This design comes from an exercise in tuning for small area on the open sky130 flow, not from production work. The RTL was checked by simulation tests, not by an equivalence proof against the original design. No activity file was given, so power comes from the tool's default toggle rates.

==> flow/design.v (excerpt) <==
module chan_ctrl
(
	input  wire clk,  
	input  wire rst_n,
	output wire [ 6:0] rd_addr,
	input  wire [31:0] rd_data,
	output wire [ 6:0] wr_addr,
	output wire [31:0] wr_data,
	output wire        wr_stb,
	input  wire        sync_stb,
	input  wire [31:0] ch_enas,
	output reg  [ 7:0] out_data,
	output wire        out_stb_addr,  
	output wire        out_stb_mix    
);
For scale: ~550 cells after synthesis, about 0.0047 mm² of cells after synthesis.
==> module chan_ctrl, before the edit <==
module chan_ctrl
(
	input  wire clk,  
	input  wire rst_n,
	output wire [ 6:0] rd_addr,
	input  wire [31:0] rd_data,
	output wire [ 6:0] wr_addr,
	output wire [31:0] wr_data,
	output wire        wr_stb,
	input  wire        sync_stb,
	input  wire [31:0] ch_enas,
	output reg  [ 7:0] out_data,
	output wire        out_stb_addr,  
	output wire        out_stb_mix    
);
	localparam [4:0] W0  = 5'd10;   
	localparam [4:0] W2  = 5'd1;
	localparam [4:0] W3  = 5'd9;
	localparam [4:0] B0  = 5'd8;   
	localparam [4:0] B1  = 5'd4;
	localparam [4:0] B3  = 5'd5;
	localparam [4:0] BS  = 5'd15;   
	localparam [4:0] O0  = 5'd20;   
	localparam [4:0] O2  = 5'd27;
	localparam [4:0] A0  = 5'd14;   
	localparam [4:0] A3  = 5'd2;
	localparam [4:0] SZ  = 5'd11;  
	localparam [4:0] LP  = 5'd12;  
	localparam [4:0] SV  = 5'd13;  
	localparam [4:0] NE  = 5'd6;  
	localparam [4:0] ND0 = 5'd0;  
	localparam [4:0] ND2 = 5'd16;
	reg [4:0] st, next_st;
	reg [4:0] curr_ch;
	reg [31:0] offset;
	reg        c12;      
	reg        flag;     
	reg [5:0]  vol_l;    
	reg [5:0]  vol_r;    
	reg [13:0] base;     
	wire ch_ena = ch_enas[curr_ch];
	wire last   = &curr_ch;
	always @*
	case( st )
	W0:  next_st = sync_stb ? B0 : W0;
	W2:  next_st = sync_stb ? B3 : W3;
	W3:  next_st = sync_stb ? B0 : W0;
	B0:  next_st = ch_ena ? O0 : ND0;
	B3:  next_st = ch_ena ? O0 : ND0;
	B1:  next_st = ch_ena ? O2 : ND2;
	BS:  next_st = W2;
	O0:  next_st = A0;
	O2:  next_st = A3;
	A0:  next_st = SZ;
	A3:  next_st = SZ;
	SZ:  next_st = LP;
	LP:  next_st = SV;
	SV:  next_st = NE;
	NE:  next_st = last ? BS : B1;
	ND0: next_st = last ? BS : B1;
	ND2: next_st = last ? BS : B1;
	default: next_st = W0;
	endcase
	always @(posedge clk)
	if( !rst_n )
		st <= W0;
	else
		st <= next_st;
	wire s_next = (st==NE) || (st==ND0) || (st==ND2);
	wire s_offs = (st==O0) || (st==O2);
	wire s_add  = (st==A0) || (st==A3);
	wire s_size = (st==SZ);
	wire s_loop = (st==LP);
	wire s_save = (st==SV);
	wire [4:0] ch_inc;
	assign ch_inc[0] = s_next;
	genvar ci;
	generate
	for( ci=1; ci<5; ci=ci+1 ) begin: chi
		assign ch_inc[ci] = ch_inc[ci-1] & curr_ch[ci-1];
	end
	endgenerate
	always @(posedge clk)
		curr_ch <= {5{rst_n}} & (curr_ch ^ ch_inc);
	wire [12:0] lo;
	chan_ctrl_add12 u_lo (.a(offset[11:0]), .b(rd_data[25:14]), .s(lo));
	reg  [19:0] bop;
	always @*
	if( s_add )
		bop = {14'd0, rd_data[31:26]};
	else if( s_size )
		bop = ~rd_data[27:8];
	else if( s_loop )
		bop = flag ? rd_data[27:8] : 20'd0;
	else if( s_save )
		bop = 20'hFFFFF;
	else
		bop = {base[11:0], 8'd0};
	wire        cin = s_add || ((s_size || s_save) && c12);
	wire [20:0] hi;
	chan_ctrl_add20 u_hi (.a(offset[31:12]), .b(bop), .ci(cin), .s(hi));
	wire s_hw  = s_add || s_loop || s_save;
	wire h_lo  = !(s_offs || s_add);
	wire h_hi  = !(s_offs || s_hw);
	always @(posedge clk)
	begin
		offset[11:0]  <= ({12{s_offs}} & rd_data[11:0]) | ({12{s_add}} & lo[11:0]) | ({12{h_lo}} & offset[11:0]);
		offset[31:12] <= ({20{s_offs}} & rd_data[31:12]) | ({20{s_hw}} & hi[19:0]) | ({20{h_hi}} & offset[31:12]);
	end
	always @(posedge clk)
	begin
		c12  <= (s_add & lo[12]) | (!(s_add || s_next) & c12);
		flag <= (s_add & hi[20]) | (!s_add & (flag | (s_size & hi[20])));
	end
	wire s_ne   = (st==NE);
	wire h_vol  = !(s_add || s_next);
	wire h_b0   = !(s_size || s_ne);
	wire h_b1   = !(s_loop || s_ne);
	wire [5:0] vr_in = rd_data[5:0] ^ {6{rd_data[12]}};
	wire [13:0] bsum = {base[13:12] + {1'b0, hi[20]}, hi[19:8]};
	always @(posedge clk)
	begin
		vol_l       <= ({6{s_add}} & rd_data[11:6]) | ({6{s_next}} & offset[17:12]) | ({6{h_vol}} & vol_l);
		vol_r[1:0]  <= ({2{s_add}} & vr_in[1:0]) | ({2{s_next}} & offset[19:18]) | ({2{h_vol}} & vol_r[1:0]);
		vol_r[5:2]  <= ({4{s_add}} & vr_in[5:2]) | ({4{h_vol}} & vol_r[5:2]);
		base[7:0]   <= ({8{s_size}} & rd_data[7:0]) | ({8{s_ne}} & bsum[7:0]) | ({8{h_b0}} & base[7:0]);
		base[13:8]  <= ({6{s_loop}} & rd_data[5:0]) | ({6{s_ne}} & bsum[13:8]) | ({6{h_b1}} & base[13:8]);
	end
	wire [1:0] ra;
	assign ra[0] = (st==W2) || (st==O0) || (st==O2) || (st==ND0) || (st==ND2) ||
	               (st==SZ) || (st==LP) || (st==SV) || (st==NE);
	assign ra[1] = (st==A0) || (st==A3) || (st==SZ) || (st==LP) || (st==SV) || (st==NE);
	assign rd_addr = {curr_ch, ra};
	assign wr_addr = {curr_ch, 2'd0};
	assign wr_data = offset;
	assign wr_stb  = (st==NE);
	assign out_stb_mix  = rst_n && ( (st==LP) || (st==SV) || (st==NE) );
	assign out_stb_addr = rst_n && ( (st==B1) || (st==BS) || (st==O2) || (st==ND2) ||
	                                 (st==W2) || (st==A3) || (st==B3) || (st==W3) );
	always @*
	case( st )
	LP:          out_data = offset[11:4];
	SV:          out_data = {2'd0, vol_l};
	NE:          out_data = {2'd0, vol_r};
	B1, BS:      out_data = {2'd0, base[13:8]};
	O2, ND2, W2: out_data = base[7:0];
	default:     out_data = {vol_r[1:0], vol_l};
	endcase
endmodule
Settings: LEC_CHECK=0, CAP_MARGIN=20, CORE_MARGIN=2, CORE_UTILIZATION=65, SLEW_MARGIN=20; clock period 5.0 ns.
standard.sh (not shown) runs the stock make flow with config.mk's settings and CLKGATE_MAP_FILE= SYNTH_SCRIPT=/design/flow/synth_recipe.tcl, a recipe that flattens the netlist after the stock synthesis.
==> flow/flow/run.sh <==
#!/bin/bash
# Own layout flow. Synthesis: the standard synthesis, then the same
# synthesis again with an ABC mapping of its own (flow/own_abc.tcl, flow/abc.script); the
# second netlist is used only if its registers are exactly the standard
# synthesis's (names and cell types), else the standard one is kept.
# Layout: the standard ORFS steps, with port buffers of the smallest buffer
# cell and a small clock tree without dummy loads. Each tool's output goes
# to its own log in this folder.
set -euo pipefail
R=orfs/results/sky130hd/chan_ctrl/base
bash standard.sh synth > synth_standard.log 2>&1
cp $R/1_2_yosys.v standard_1_2_yosys.v
{ head -1 synth_recipe.tcl; cat flow/own_abc.tcl; tail -n +2 synth_recipe.tcl; } > own_synth.tcl
export OWN_ABC_SCRIPT=$PWD/flow/abc.script
bash standard.sh clean_synth > clean_synth.log 2>&1
if bash standard.sh SYNTH_SCRIPT=$PWD/own_synth.tcl synth > synth_own.log 2>&1 &&
   python3 flow/regs.py standard_1_2_yosys.v $R/1_2_yosys.v > regs_check.log 2>&1; then
  echo "using the own synthesis" >> regs_check.log
else
  echo "using the standard synthesis" >> regs_check.log
  bash standard.sh clean_synth > clean_synth2.log 2>&1
  bash standard.sh synth > synth_standard2.log 2>&1
fi
export BUFFER_PORTS_ARGS="-buffer_cell sky130_fd_sc_hd__buf_1"
export CTS_ARGS="-sink_clustering_enable -repair_clock_nets -dont_use_dummy_load -root_buf sky130_fd_sc_hd__clkbuf_8 -buf_list {sky130_fd_sc_hd__clkbuf_4}"
bash standard.sh finish > layout.log 2>&1
Other scripts of this flow, unchanged in this note and not shown: flow/flow/abc.script, flow/flow/own_abc.tcl, flow/flow/regs.py
==> next run, changes <==
--- a/flow/design.v
+++ b/flow/design.v
@@ -16,22 +16,22 @@
 	localparam [4:0] W0  = 5'd10;   
 	localparam [4:0] W2  = 5'd1;
 	localparam [4:0] W3  = 5'd9;
 	localparam [4:0] B0  = 5'd8;   
 	localparam [4:0] B1  = 5'd4;
 	localparam [4:0] B3  = 5'd5;
-	localparam [4:0] BS  = 5'd15;   
-	localparam [4:0] O0  = 5'd20;   
-	localparam [4:0] O2  = 5'd27;
+	localparam [4:0] BS  = 5'd0;   
+	localparam [4:0] O0  = 5'd27;   
+	localparam [4:0] O2  = 5'd20;
 	localparam [4:0] A0  = 5'd14;   
 	localparam [4:0] A3  = 5'd2;
 	localparam [4:0] SZ  = 5'd11;  
 	localparam [4:0] LP  = 5'd12;  
 	localparam [4:0] SV  = 5'd13;  
 	localparam [4:0] NE  = 5'd6;  
-	localparam [4:0] ND0 = 5'd0;  
+	localparam [4:0] ND0 = 5'd15;  
 	localparam [4:0] ND2 = 5'd16;
 	reg [4:0] st, next_st;
 	reg [4:0] curr_ch;
 	reg [31:0] offset;
 	reg        c12;      
 	reg        flag;     
=>
- area after synthesis hardly moves
- synthesized cell count decreases by 1.6%
- final area increases by about 0.5%
- cell count decreases by about 1.3%
- total power increases by 1.2%
- critical path depth decreases by 2
- wire length increases by 1.9%
- setup slack improves by 0.017 ns
- clock skew increases by 0.0037 ns
- global-route usage increases by 0.95 points
- count of clock-buffer cells in the layout does not change
- clock power hardly moves

* * *

== build 73 ==
The RTL this note starts from:
==> flow/design.v <==
module chan_ctrl
(
	input  wire clk,  
	input  wire rst_n,
	output wire [ 6:0] rd_addr,
	input  wire [31:0] rd_data,
	output wire [ 6:0] wr_addr,
	output wire [31:0] wr_data,
	output wire        wr_stb,
	input  wire        sync_stb,
	input  wire [31:0] ch_enas,
	output reg  [ 7:0] out_data,
	output wire        out_stb_addr,  
	output wire        out_stb_mix    
);
	localparam [4:0] W0  = 5'd10;   
	localparam [4:0] W2  = 5'd1;
	localparam [4:0] W3  = 5'd9;
	localparam [4:0] B0  = 5'd8;   
	localparam [4:0] B1  = 5'd4;
	localparam [4:0] B3  = 5'd5;
	localparam [4:0] BS  = 5'd0;   
	localparam [4:0] O0  = 5'd27;   
	localparam [4:0] O2  = 5'd20;
	localparam [4:0] A0  = 5'd14;   
	localparam [4:0] A3  = 5'd2;
	localparam [4:0] SZ  = 5'd11;  
	localparam [4:0] LP  = 5'd12;  
	localparam [4:0] SV  = 5'd13;  
	localparam [4:0] NE  = 5'd6;  
	localparam [4:0] ND0 = 5'd15;  
	localparam [4:0] ND2 = 5'd16;
	reg [4:0] st, next_st;
	reg [4:0] curr_ch;
	reg [31:0] offset;
	reg        c12;      
	reg        flag;     
	reg [5:0]  vol_l;    
	reg [5:0]  vol_r;    
	reg [13:0] base;     
	wire ch_ena = ch_enas[curr_ch];
	wire last   = &curr_ch;
	always @*
	case( st )
	W0:  next_st = sync_stb ? B0 : W0;
	W2:  next_st = sync_stb ? B3 : W3;
	W3:  next_st = sync_stb ? B0 : W0;
	B0:  next_st = ch_ena ? O0 : ND0;
	B3:  next_st = ch_ena ? O0 : ND0;
	B1:  next_st = ch_ena ? O2 : ND2;
	BS:  next_st = W2;
	O0:  next_st = A0;
	O2:  next_st = A3;
	A0:  next_st = SZ;
	A3:  next_st = SZ;
	SZ:  next_st = LP;
	LP:  next_st = SV;
	SV:  next_st = NE;
	NE:  next_st = last ? BS : B1;
	ND0: next_st = last ? BS : B1;
	ND2: next_st = last ? BS : B1;
	default: next_st = W0;
	endcase
	always @(posedge clk)
	if( !rst_n )
		st <= W0;
	else
		st <= next_st;
	wire s_next = (st==NE) || (st==ND0) || (st==ND2);
	wire s_offs = (st==O0) || (st==O2);
	wire s_add  = (st==A0) || (st==A3);
	wire s_size = (st==SZ);
	wire s_loop = (st==LP);
	wire s_save = (st==SV);
	wire [4:0] ch_inc;
	assign ch_inc[0] = s_next;
	genvar ci;
	generate
	for( ci=1; ci<5; ci=ci+1 ) begin: chi
		assign ch_inc[ci] = ch_inc[ci-1] & curr_ch[ci-1];
	end
	endgenerate
	always @(posedge clk)
		curr_ch <= {5{rst_n}} & (curr_ch ^ ch_inc);
	wire [12:0] lo;
	chan_ctrl_add12 u_lo (.a(offset[11:0]), .b(rd_data[25:14]), .s(lo));
	reg  [19:0] bop;
	always @*
	if( s_add )
		bop = {14'd0, rd_data[31:26]};
	else if( s_size )
		bop = ~rd_data[27:8];
	else if( s_loop )
		bop = flag ? rd_data[27:8] : 20'd0;
	else if( s_save )
		bop = 20'hFFFFF;
	else
		bop = {base[11:0], 8'd0};
	wire        cin = s_add || ((s_size || s_save) && c12);
	wire [20:0] hi;
	chan_ctrl_add20 u_hi (.a(offset[31:12]), .b(bop), .ci(cin), .s(hi));
	wire s_hw  = s_add || s_loop || s_save;
	wire h_lo  = !(s_offs || s_add);
	wire h_hi  = !(s_offs || s_hw);
	always @(posedge clk)
	begin
		offset[11:0]  <= ({12{s_offs}} & rd_data[11:0]) | ({12{s_add}} & lo[11:0]) | ({12{h_lo}} & offset[11:0]);
		offset[31:12] <= ({20{s_offs}} & rd_data[31:12]) | ({20{s_hw}} & hi[19:0]) | ({20{h_hi}} & offset[31:12]);
	end
	always @(posedge clk)
	begin
		c12  <= (s_add & lo[12]) | (!(s_add || s_next) & c12);
		flag <= (s_add & hi[20]) | (!s_add & (flag | (s_size & hi[20])));
	end
	wire s_ne   = (st==NE);
	wire h_vol  = !(s_add || s_next);
	wire h_b0   = !(s_size || s_ne);
	wire h_b1   = !(s_loop || s_ne);
	wire [5:0] vr_in = rd_data[5:0] ^ {6{rd_data[12]}};
	wire [13:0] bsum = {base[13:12] + {1'b0, hi[20]}, hi[19:8]};
	always @(posedge clk)
	begin
		vol_l       <= ({6{s_add}} & rd_data[11:6]) | ({6{s_next}} & offset[17:12]) | ({6{h_vol}} & vol_l);
		vol_r[1:0]  <= ({2{s_add}} & vr_in[1:0]) | ({2{s_next}} & offset[19:18]) | ({2{h_vol}} & vol_r[1:0]);
		vol_r[5:2]  <= ({4{s_add}} & vr_in[5:2]) | ({4{h_vol}} & vol_r[5:2]);
		base[7:0]   <= ({8{s_size}} & rd_data[7:0]) | ({8{s_ne}} & bsum[7:0]) | ({8{h_b0}} & base[7:0]);
		base[13:8]  <= ({6{s_loop}} & rd_data[5:0]) | ({6{s_ne}} & bsum[13:8]) | ({6{h_b1}} & base[13:8]);
	end
	wire [1:0] ra;
	assign ra[0] = (st==W2) || (st==O0) || (st==O2) || (st==ND0) || (st==ND2) ||
	               (st==SZ) || (st==LP) || (st==SV) || (st==NE);
	assign ra[1] = (st==A0) || (st==A3) || (st==SZ) || (st==LP) || (st==SV) || (st==NE);
	assign rd_addr = {curr_ch, ra};
	assign wr_addr = {curr_ch, 2'd0};
	assign wr_data = offset;
	assign wr_stb  = (st==NE);
	assign out_stb_mix  = rst_n && ( (st==LP) || (st==SV) || (st==NE) );
	assign out_stb_addr = rst_n && ( (st==B1) || (st==BS) || (st==O2) || (st==ND2) ||
	                                 (st==W2) || (st==A3) || (st==B3) || (st==W3) );
	always @*
	case( st )
	LP:          out_data = offset[11:4];
	SV:          out_data = {2'd0, vol_l};
	NE:          out_data = {2'd0, vol_r};
	B1, BS:      out_data = {2'd0, base[13:8]};
	O2, ND2, W2: out_data = base[7:0];
	default:     out_data = {vol_r[1:0], vol_l};
	endcase
endmodule
module chan_ctrl_add12
(
	input  wire [11:0] a,
	input  wire [11:0] b,
	output wire [12:0] s
);
	wire [11:0] g = a & b;
	wire [11:0] p = a ^ b;
	wire [12:0] c;
	assign c[0] = 1'b0;
	genvar gi;
	generate
	for( gi=0; gi<12; gi=gi+2 ) begin: grp
		assign c[gi+1] = g[gi] | p[gi] & c[gi];
		assign c[gi+2] = g[gi+1] | p[gi+1] & g[gi] | p[gi+1] & p[gi] & c[gi];
	end
	endgenerate
	assign s = {c[12], p ^ c[11:0]};
endmodule
module chan_ctrl_add20
(
	input  wire [19:0] a,
	input  wire [19:0] b,
	input  wire        ci,
	output wire [20:0] s
);
	wire [19:0] g = a & b;
	wire [19:0] p = a ^ b;
	wire [10:0] c;    
	wire [10:0] c0;   
	wire [10:0] c1;   
	assign c[0]  = ci;
	assign c0[0] = 1'b0;
	assign c1[0] = 1'b1;
	genvar gi;
	generate
	for( gi=0; gi<10; gi=gi+2 ) begin: grp
		assign c[gi+1]  = g[gi] | p[gi] & c[gi];
		assign c[gi+2]  = g[gi+1] | p[gi+1] & g[gi] | p[gi+1] & p[gi] & c[gi];
		assign c0[gi+1] = g[gi+10] | p[gi+10] & c0[gi];
		assign c0[gi+2] = g[gi+11] | p[gi+11] & g[gi+10] | p[gi+11] & p[gi+10] & c0[gi];
		assign c1[gi+1] = g[gi+10] | p[gi+10] & c1[gi];
		assign c1[gi+2] = g[gi+11] | p[gi+11] & g[gi+10] | p[gi+11] & p[gi+10] & c1[gi];
	end
	endgenerate
	wire [10:0] cu = c[10] ? c1 : c0;
	assign s = {cu[10], p ^ {cu[9:0], c[9:0]}};
endmodule
Settings: LEC_CHECK=0, CAP_MARGIN=5, CORE_MARGIN=2, CORE_UTILIZATION=65, SLEW_MARGIN=5; clock period 5.0 ns.
==> flow/flow/abc.script <==
strash
&get -n
&fraig -x
&put
scorr
dc2
dretime
strash
&get -n
&dch -f
&nf {D}
&put
&get -n
&dch -f
&nf {D}
&put
&get -n
&dch -f
&nf {D}
&put
==> flow/flow/own_abc.tcl <==
# Own ABC mapping, sourced after the first line of synth_recipe.tcl: ABC runs
# the script in flow/abc.script (one command per line) instead of ORFS's
# speed script. The rest of the synthesis, and so every register, is the
# standard synthesis's.
proc abc {args} {
  set f [open $::env(OWN_ABC_SCRIPT) r]
  set cmds [list]
  foreach line [split [read $f] "\n"] {
    set line [string trim $line]
    if { $line ne "" && [string index $line 0] ne "#" } { lappend cmds [string map {" " ","} $line] }
  }
  close $f
  set i [lsearch -exact $args -script]
  if { $i >= 0 } { lset args [expr {$i + 1}] "+[join $cmds {;}]" }
  yosys abc {*}$args
}
==> flow/flow/regs.py <==
# Compare the registers (instance name and cell type) of two netlists.
import re, sys
def regs(path):
    out = set()
    for m in re.finditer(r'^\s*(sky130_fd_sc_hd__\w+)\s+(\S+)\s*\(', open(path).read(), re.M):
        cell = re.sub(r'_\d+$', '', m.group(1))
        if re.search(r'__(e?s?df|s?dl|sedf)', cell):
            out.add((m.group(2), cell))
    return out
a, b = regs(sys.argv[1]), regs(sys.argv[2])
print(len(a), "registers in", sys.argv[1], len(b), "in", sys.argv[2])
sys.exit(0 if a == b and a else 1)
Scripts as last shown in full above: flow/flow/run.sh
Build 73: no failed stages, no open violations at the end
### build 73 -> trial 82
diff --git a/flow/design.v b/flow/design.v
--- a/flow/design.v
+++ b/flow/design.v
@@ -16,22 +16,22 @@
 	localparam [4:0] W0  = 5'd10;   
 	localparam [4:0] W2  = 5'd1;
 	localparam [4:0] W3  = 5'd9;
 	localparam [4:0] B0  = 5'd8;   
 	localparam [4:0] B1  = 5'd4;
 	localparam [4:0] B3  = 5'd5;
-	localparam [4:0] BS  = 5'd0;   
-	localparam [4:0] O0  = 5'd27;   
-	localparam [4:0] O2  = 5'd20;
+	localparam [4:0] BS  = 5'd15;   
+	localparam [4:0] O0  = 5'd20;   
+	localparam [4:0] O2  = 5'd27;
 	localparam [4:0] A0  = 5'd14;   
 	localparam [4:0] A3  = 5'd2;
 	localparam [4:0] SZ  = 5'd11;  
 	localparam [4:0] LP  = 5'd12;  
 	localparam [4:0] SV  = 5'd13;  
 	localparam [4:0] NE  = 5'd6;  
-	localparam [4:0] ND0 = 5'd15;  
+	localparam [4:0] ND0 = 5'd0;  
 	localparam [4:0] ND2 = 5'd16;
 	reg [4:0] st, next_st;
 	reg [4:0] curr_ch;
 	reg [31:0] offset;
 	reg        c12;      
 	reg        flag;     
### Flow results
Leakage component of the power sits higher in trial 82 than in build 73.
In the reports for build 73 and trial 82, the larger final critical-path required period belongs to build 73.
Looking at met1 track utilization from global routing, trial 82 sits below build 73.
Trial 82 against build 73: mux share of post-synthesis cell area shows an increase of 0.20 points, summed area of non-filler cells in the final layout now smaller.
Build 73 → trial 82: post-placement setup slack grew by 160 ps; sum of met2 wire segment lengths after detailed routing went up by about 2%; smallest setup slack after layout increased by 71 ps relative to the old numbers.
Summary of trial 82 over build 73: sequential power saw little to no change, sum of routed wire length over all layers saw a decrease.
For build 73, the critical path startpoint was st[2]$_SDFF_PN0_, unlike trial 82, where it was st[3]$_SDFF_PN1_.
Looking at the reports, trial 82 completed the entire flow and the layout it produced met the timing, design-rule and antenna checks.

[afterwards: timing with drivers on the ports]
Ports are ideal in the flow. The routed layouts listed here were re-timed in OpenROAD.
Step 1 assumes that a clkbuf_16 drives the clock port and a buf_2 every other input.
Step 2 moves the port delays by t, midway between the first and last clock arrival at a register: inputs arrive t later, outputs are due t later. That takes back most of the time a late clock gives input paths.
a / b / c = ideal ports / drivers / drivers and shift; a / b = the first two.
run | shift t [ns] | slack for setup (ns) | worst data-port slew with drivers (ns) | pins driven straight from the clock port
the first run of note 1 | 0.371 | 0.349 / 0.349 / 0.269 | 0.04 | 1
the second run of note 1 | 0.373 | 0.365 / 0.365 / 0.202 | 0.05 | 1
build 73 | 0.371 | 0.277 / 0.277 / 0.146 | 0.05 | 1
trial 82 | 0.371 | 0.349 / 0.349 / 0.269 | 0.04 | 1
After both steps every run listed still meets setup and hold. The setup slack of the second run of note 1, which loses most, moves by 0.000 ns with the drivers and by -0.163 ns with both steps.
